Source: an optimization exercise on an open RTL-to-GDS flow (aim: small area and a short achievable clock period). Production flows keep margins and buffers that such runs may drop. Only simulation tests tie the RTL to the original design; equivalence was not proved. Power is estimated from default activity; no workload was simulated.

==> job 5058 <==
==> flow/design.v (excerpt) <==
module pe_blk64 (
	input  wire        clk,
	input  wire        reset,
	input  wire [31:0] cfg_m0_scale,
	input  wire [7:0]  cfg_index,
	input  wire [15:0] cfg_z_of_weight,
	input  wire [7:0]  cfg_z3,
	input  wire        valid_din,
	input  wire        final_din,
	input  wire [63:0] act_din,
	input  wire [63:0] ker_din_0, ker_din_1, ker_din_2, ker_din_3,
	input  wire [63:0] ker_din_4, ker_din_5, ker_din_6, ker_din_7,
	input  wire [31:0] bias_din_0, bias_din_1, bias_din_2, bias_din_3,
	input  wire [31:0] bias_din_4, bias_din_5, bias_din_6, bias_din_7,
	output wire [63:0] pass_ker_dout_0, pass_ker_dout_1, pass_ker_dout_2, pass_ker_dout_3,
	output wire [63:0] pass_ker_dout_4, pass_ker_dout_5, pass_ker_dout_6, pass_ker_dout_7,
	output wire signed [31:0] pass_bias_dout_0, pass_bias_dout_1, pass_bias_dout_2, pass_bias_dout_3,
	output wire signed [31:0] pass_bias_dout_4, pass_bias_dout_5, pass_bias_dout_6, pass_bias_dout_7,
	output wire [7:0]  q_result_dout,
	output wire        valid_dout
);
Settings: LEC_CHECK=0, CAP_MARGIN=20, CORE_MARGIN=2, CORE_UTILIZATION=50, PLACE_DENSITY=0.62, SETUP_SLACK_MARGIN=5, SLEW_MARGIN=20, SYNTH_HIERARCHICAL=1, SYNTH_MINIMUM_KEEP_SIZE=0; clock period 10.0 ns.
run.sh (not shown) runs the stock make flow with config.mk's settings and CLKGATE_MAP_FILE= SYNTH_SCRIPT=/design/flow/synth_recipe.tcl, a recipe that flattens the netlist after the stock synthesis.
==> job 9939 (differences from job 5058) <==
==> flow/flow/run.sh (new file) <==
#!/bin/bash
set -euo pipefail
bash standard.sh SETUP_SLACK_MARGIN=6.0 finish > orfs_make.log 2>&1
==> flow/standard.sh (new file) <==
#!/bin/bash
# synth_recipe.tcl (not shown) runs the flow's synth.tcl, then flattens the netlist and writes it again
# the make line also repeats each setting of config.mk as NAME=value (left out here)
make -C /OpenROAD-flow-scripts/flow DESIGN_CONFIG=/design/flow/config.mk WORK_HOME=/design/flow/orfs CLKGATE_MAP_FILE= SYNTH_SCRIPT=/design/flow/synth_recipe.tcl "${@:-finish}"
--- a/flow/config.mk
+++ b/flow/config.mk
@@ -9,7 +9,6 @@
 export CORE_MARGIN = 2
 export CORE_UTILIZATION = 50
 export PLACE_DENSITY = 0.62
-export SETUP_SLACK_MARGIN = 5
 export SLEW_MARGIN = 20
 export SYNTH_HIERARCHICAL = 1
 export SYNTH_MINIMUM_KEEP_SIZE = 0
removed: flow/run.sh
==> comparison table <==
| item | job 9939 | job 5058 |
|---|---|---|
| Worst-path maximum fanout | 24 | 9 |
| Worst path arrival time | 5.10 ns | 2.90 ns |
| IR Drop Worst-Case VDD | 0.485 mV | 0.495 mV |
| P per Cell Area | 295 mW/mm^2 | 294 mW/mm^2 |
| Proportion of cell area occupied by multi-input gates | 0.578 | 0.591 |
| Via-to-Cell Ratio | 6.06 | 6.06 |
| Combinational cell fraction of total power | 0.574 | 0.556 |
| Share of total power consumed by net switching | 0.438 | 0.443 |
| Buffers inserted during post-CTS setup optimization | 285 | 1 |
| Worst min-delay path endpoint | qd[14][5]$_DFF_P_ | qd[12][0]$_DFF_P_ |
| Total area of multi-input combinational cells | 0.149 sq mm | 0.147 sq mm |
| Buffers excl. clock | 2161 | 1775 |
| Switching power | 33.2 mW | 32.5 mW |
| Filler Cells Inserted | 36600 | 37200 |
| Via count of the first global-routing pass | 167000 | 165000 |
| Tmin final | 4.21 ns | 4.90 ns |
| Proportion of cell area occupied by registers | 0.252 | 0.249 |
| Outcome | complete, no violations | complete, no violations |
| Beginning of the worst register-to-register path | fch[5]$_DFF_P_ | selsn[3]$_DFF_P_ |
| CP max stage delay | 0.60 ns | 1.02 ns |
| Layout non-clock buf frac | 0.0815 | 0.0707 |
| Final worst path period share | 0.421 | 0.490 |
| Average wire length per cell after detail routing | 35.5 um | 35.7 um |


==> v32: inputs <==
Another version of the RTL of pe_blk64 (not shown whole).
==> flow/config.mk <==
export PLATFORM = sky130hd
export DESIGN_NAME = pe_blk64
export DESIGN_NICKNAME = pe_blk64
export VERILOG_FILES = /design/flow/design.v
export SDC_FILE = /design/flow/constraint.sdc
export NUM_CORES = 4
export LEC_CHECK = 0
export CAP_MARGIN = 20
export CORE_MARGIN = 2
export CORE_UTILIZATION = 58
export PLACE_DENSITY = 0.7
export SLEW_MARGIN = 20
export SYNTH_HIERARCHICAL = 1
export SYNTH_MINIMUM_KEEP_SIZE = 0
==> flow/constraint.sdc <==
create_clock -name core_clock -period 10.0 [get_ports {clk}]
set_input_delay 2.0000 -clock core_clock [delete_from_list [all_inputs] [get_ports {clk}]]
set_output_delay 2.0000 -clock core_clock [all_outputs]
set_load 0.01 [all_outputs]
standard.sh (not shown) runs the stock make flow with config.mk's settings and CLKGATE_MAP_FILE= SYNTH_SCRIPT=/design/flow/synth_recipe.tcl, a recipe that flattens the netlist after the stock synthesis.
==> flow/flow/run.sh <==
#!/bin/bash
set -euo pipefail
bash standard.sh SETUP_SLACK_MARGIN=6.15 "BUFFER_PORTS_ARGS=-buffer_cell sky130_fd_sc_hd__buf_1" CTS_CLUSTER_SIZE=25 CTS_CLUSTER_DIAMETER=60 finish > orfs_make.log 2>&1
==> v36: changes against v32 <==
==> flow/flow/run.sh (replaced) <==
#!/bin/bash
set -euo pipefail
bash standard.sh SETUP_SLACK_MARGIN=6.0 "BUFFER_PORTS_ARGS=-buffer_cell sky130_fd_sc_hd__buf_2" CTS_CLUSTER_SIZE=25 CTS_CLUSTER_DIAMETER=60 finish > orfs_make.log 2>&1
Settings changed: CORE_UTILIZATION 58 to 50, PLACE_DENSITY 0.7 to 0.62.
==> v21: changes against v32 <==
==> flow/flow/run.sh (replaced) <==
#!/bin/bash
set -euo pipefail
bash standard.sh SETUP_SLACK_MARGIN=6.0 "BUFFER_PORTS_ARGS=-buffer_cell sky130_fd_sc_hd__buf_1" CTS_CLUSTER_SIZE=25 CTS_CLUSTER_DIAMETER=60 finish > orfs_make.log 2>&1
Settings changed: CORE_UTILIZATION 58 to 62, PLACE_DENSITY 0.7 to 0.74.
==> v17: changes against v32 <==
==> flow/flow/run.sh (replaced) <==
#!/bin/bash
set -euo pipefail
bash standard.sh SETUP_SLACK_MARGIN=6.3 "BUFFER_PORTS_ARGS=-buffer_cell sky130_fd_sc_hd__buf_2" CTS_CLUSTER_SIZE=25 CTS_CLUSTER_DIAMETER=60 finish > orfs_make.log 2>&1
Settings changed: CORE_UTILIZATION 58 to 50, PLACE_DENSITY 0.7 to 0.62.
==> summary of the runs <==
- In v21 the die area is smaller than in v32, by 6.4%.
- In v21 the routed wire length is lower than in v17, by about 4%.
- In via count, v21 and v32 hardly differ.
- Synthesized area is the same in v36 and v17.
- Clock-buffer cell count: v17 > v36 > v32 > v21.
- Of v21 and v32, v21 has the higher combinational power (gap about 4%, measured against v32).
- Final cell count: v21 is lower than v32 (2.0%).
- Fmax, lowest first: v21, v36, v17, v32.
- Critical path depth, highest first: v17, v36, v32, v21.
- Hold slack, lowest first: v36, v21, v32, v17.
==> figures <==
                                                                    v36             v32             v21             v17
Design internal power                                           39.0 mW         38.6 mW         38.4 mW         39.8 mW
Part of the cycle the worst path needs                            40.3%           39.3%           41.0%           39.4%
Leakage power                                                   82.8 nW         78.1 nW         77.4 nW         84.7 nW
Post-detailed-route wirelength per cell                         34.3 um         34.6 um         35.0 um         34.5 um
Multi-input combinational area share                              60.0%           60.6%           61.2%           58.8%
Final Instance Count excl. Fillers                                26326           25639           25117           26556
Switch share                                                      44.0%           44.0%           44.8%           43.9%
Footprint of the multi-input gates                          148000 um^2     149000 um^2     148000 um^2     149000 um^2
Antenna violations before repair                                    142             139             106             141
Crit Path Max Fanout                                                 10               9               2              10
Number of vias per cell                                            5.96            6.24            6.37            5.98
Switching power                                                 30.6 mW         30.4 mW         31.1 mW         31.2 mW
Run status                                               finished clean  finished clean  finished clean  finished clean
Final Instance Area                                         247000 um^2     245000 um^2     242000 um^2     253000 um^2
Sum of met2 wire segment lengths after detailed routing          394 mm          375 mm          364 mm          398 mm
Width of the die                                                 674 um          626 um          605 um          674 um
CP Data Required Time                                          10890 ps        10890 ps         8000 ps        10850 ps
Area after detailed placement                               235000 um^2     232000 um^2     231000 um^2     235000 um^2
Final setup margin                                              5970 ps         6070 ps         5900 ps         6060 ps
Filler Cells Inserted                                             38557           30354           27142           37898
Worst-case hold path end point                                 qd[9][5]       qd[12][1]       qd[14][3]       qd[11][6]
Total area of sequential cells                               66600 um^2      67100 um^2      66300 um^2      68900 um^2


==> trial 22: inputs <==
Starting RTL as in the previous note.
export LEC_CHECK = 0
export CAP_MARGIN = 20
export CORE_MARGIN = 2
export CORE_UTILIZATION = 50
export PLACE_DENSITY = 0.62
export SLEW_MARGIN = 20
export SYNTH_HIERARCHICAL = 1
export SYNTH_MINIMUM_KEEP_SIZE = 0
create_clock -name core_clock -period 10.0 [get_ports {clk}]
==> flow/flow/run.sh <==
#!/bin/bash
set -euo pipefail
bash standard.sh SETUP_SLACK_MARGIN=6.0 "BUFFER_PORTS_ARGS=-buffer_cell sky130_fd_sc_hd__buf_1" CTS_CLUSTER_SIZE=25 CTS_CLUSTER_DIAMETER=60 finish > orfs_make.log 2>&1
==> inputs of build 36, as changes to trial 22 <==
CORE_UTILIZATION = 56   (was 50)
PLACE_DENSITY = 0.68   (was 0.62)
==> summary of the runs <==
- In critical path depth, trial 22 and build 36 do not differ.
- Against build 36, the sequential share of layout area of trial 22 is lower by 0.083 points.
- In build 36 the setup slack is higher than in trial 22, by 0.048 ns.
- Against trial 22, the die area of build 36 is lower by about 11%.
- In sequential power, trial 22 and build 36 hardly differ.

==> port drivers added, routing unchanged <==
No port has a modelled driver above. Below, the same layouts with a new extraction and two added sets of constraints.
Step 1 (the two cells are an assumption about what drives the block):
set clk [get_ports {clk}]
set_driving_cell -lib_cell sky130_fd_sc_hd__clkbuf_16 $clk
set_driving_cell -lib_cell sky130_fd_sc_hd__buf_2 [delete_from_list [all_inputs] $clk]
Step 2 moves the port delays by t, midway between the first and last clock arrival at a register: inputs arrive t later, outputs are due t later. That takes back most of the time a late clock gives input paths.
a / b / c = no drivers / after step 1 / after step 2; a / b = the first two.
| run | shift t [ns] | setup WS [ns] | clock arrival spread, ns | worst register clock-pin slew, ns | pins driven straight from the clock port |
|---|---|---|---|---|---|
| job 5058 | 1.106 | 5.103 / 4.970 / 5.122 | 0.069 / 0.068 | 0.08 / 0.08 | 1 |
| job 9939 | 1.112 | 5.786 / 5.786 / 5.786 | 0.076 / 0.076 | 0.08 / 0.08 | 1 |
| v32 | 1.129 | 6.074 / 5.988 / 6.074 | 0.073 / 0.073 | 0.10 / 0.10 | 1 |
| v36 | 1.110 | 5.966 / 5.840 / 5.966 | 0.086 / 0.087 | 0.10 / 0.10 | 1 |
| v21 | 1.079 | 5.896 / 5.768 / 5.942 | 0.078 / 0.079 | 0.10 / 0.10 | 1 |
| v17 | 1.110 | 6.059 / 6.059 / 6.059 | 0.071 / 0.071 | 0.10 / 0.10 | 1 |
| trial 22 | 1.120 | 5.936 / 5.801 / 5.953 | 0.087 / 0.087 | 0.10 / 0.10 | 1 |
| build 36 | 1.105 | 5.984 / 5.852 / 5.996 | 0.080 / 0.080 | 0.10 / 0.10 | 1 |
After both steps setup and hold are still met in every run listed.
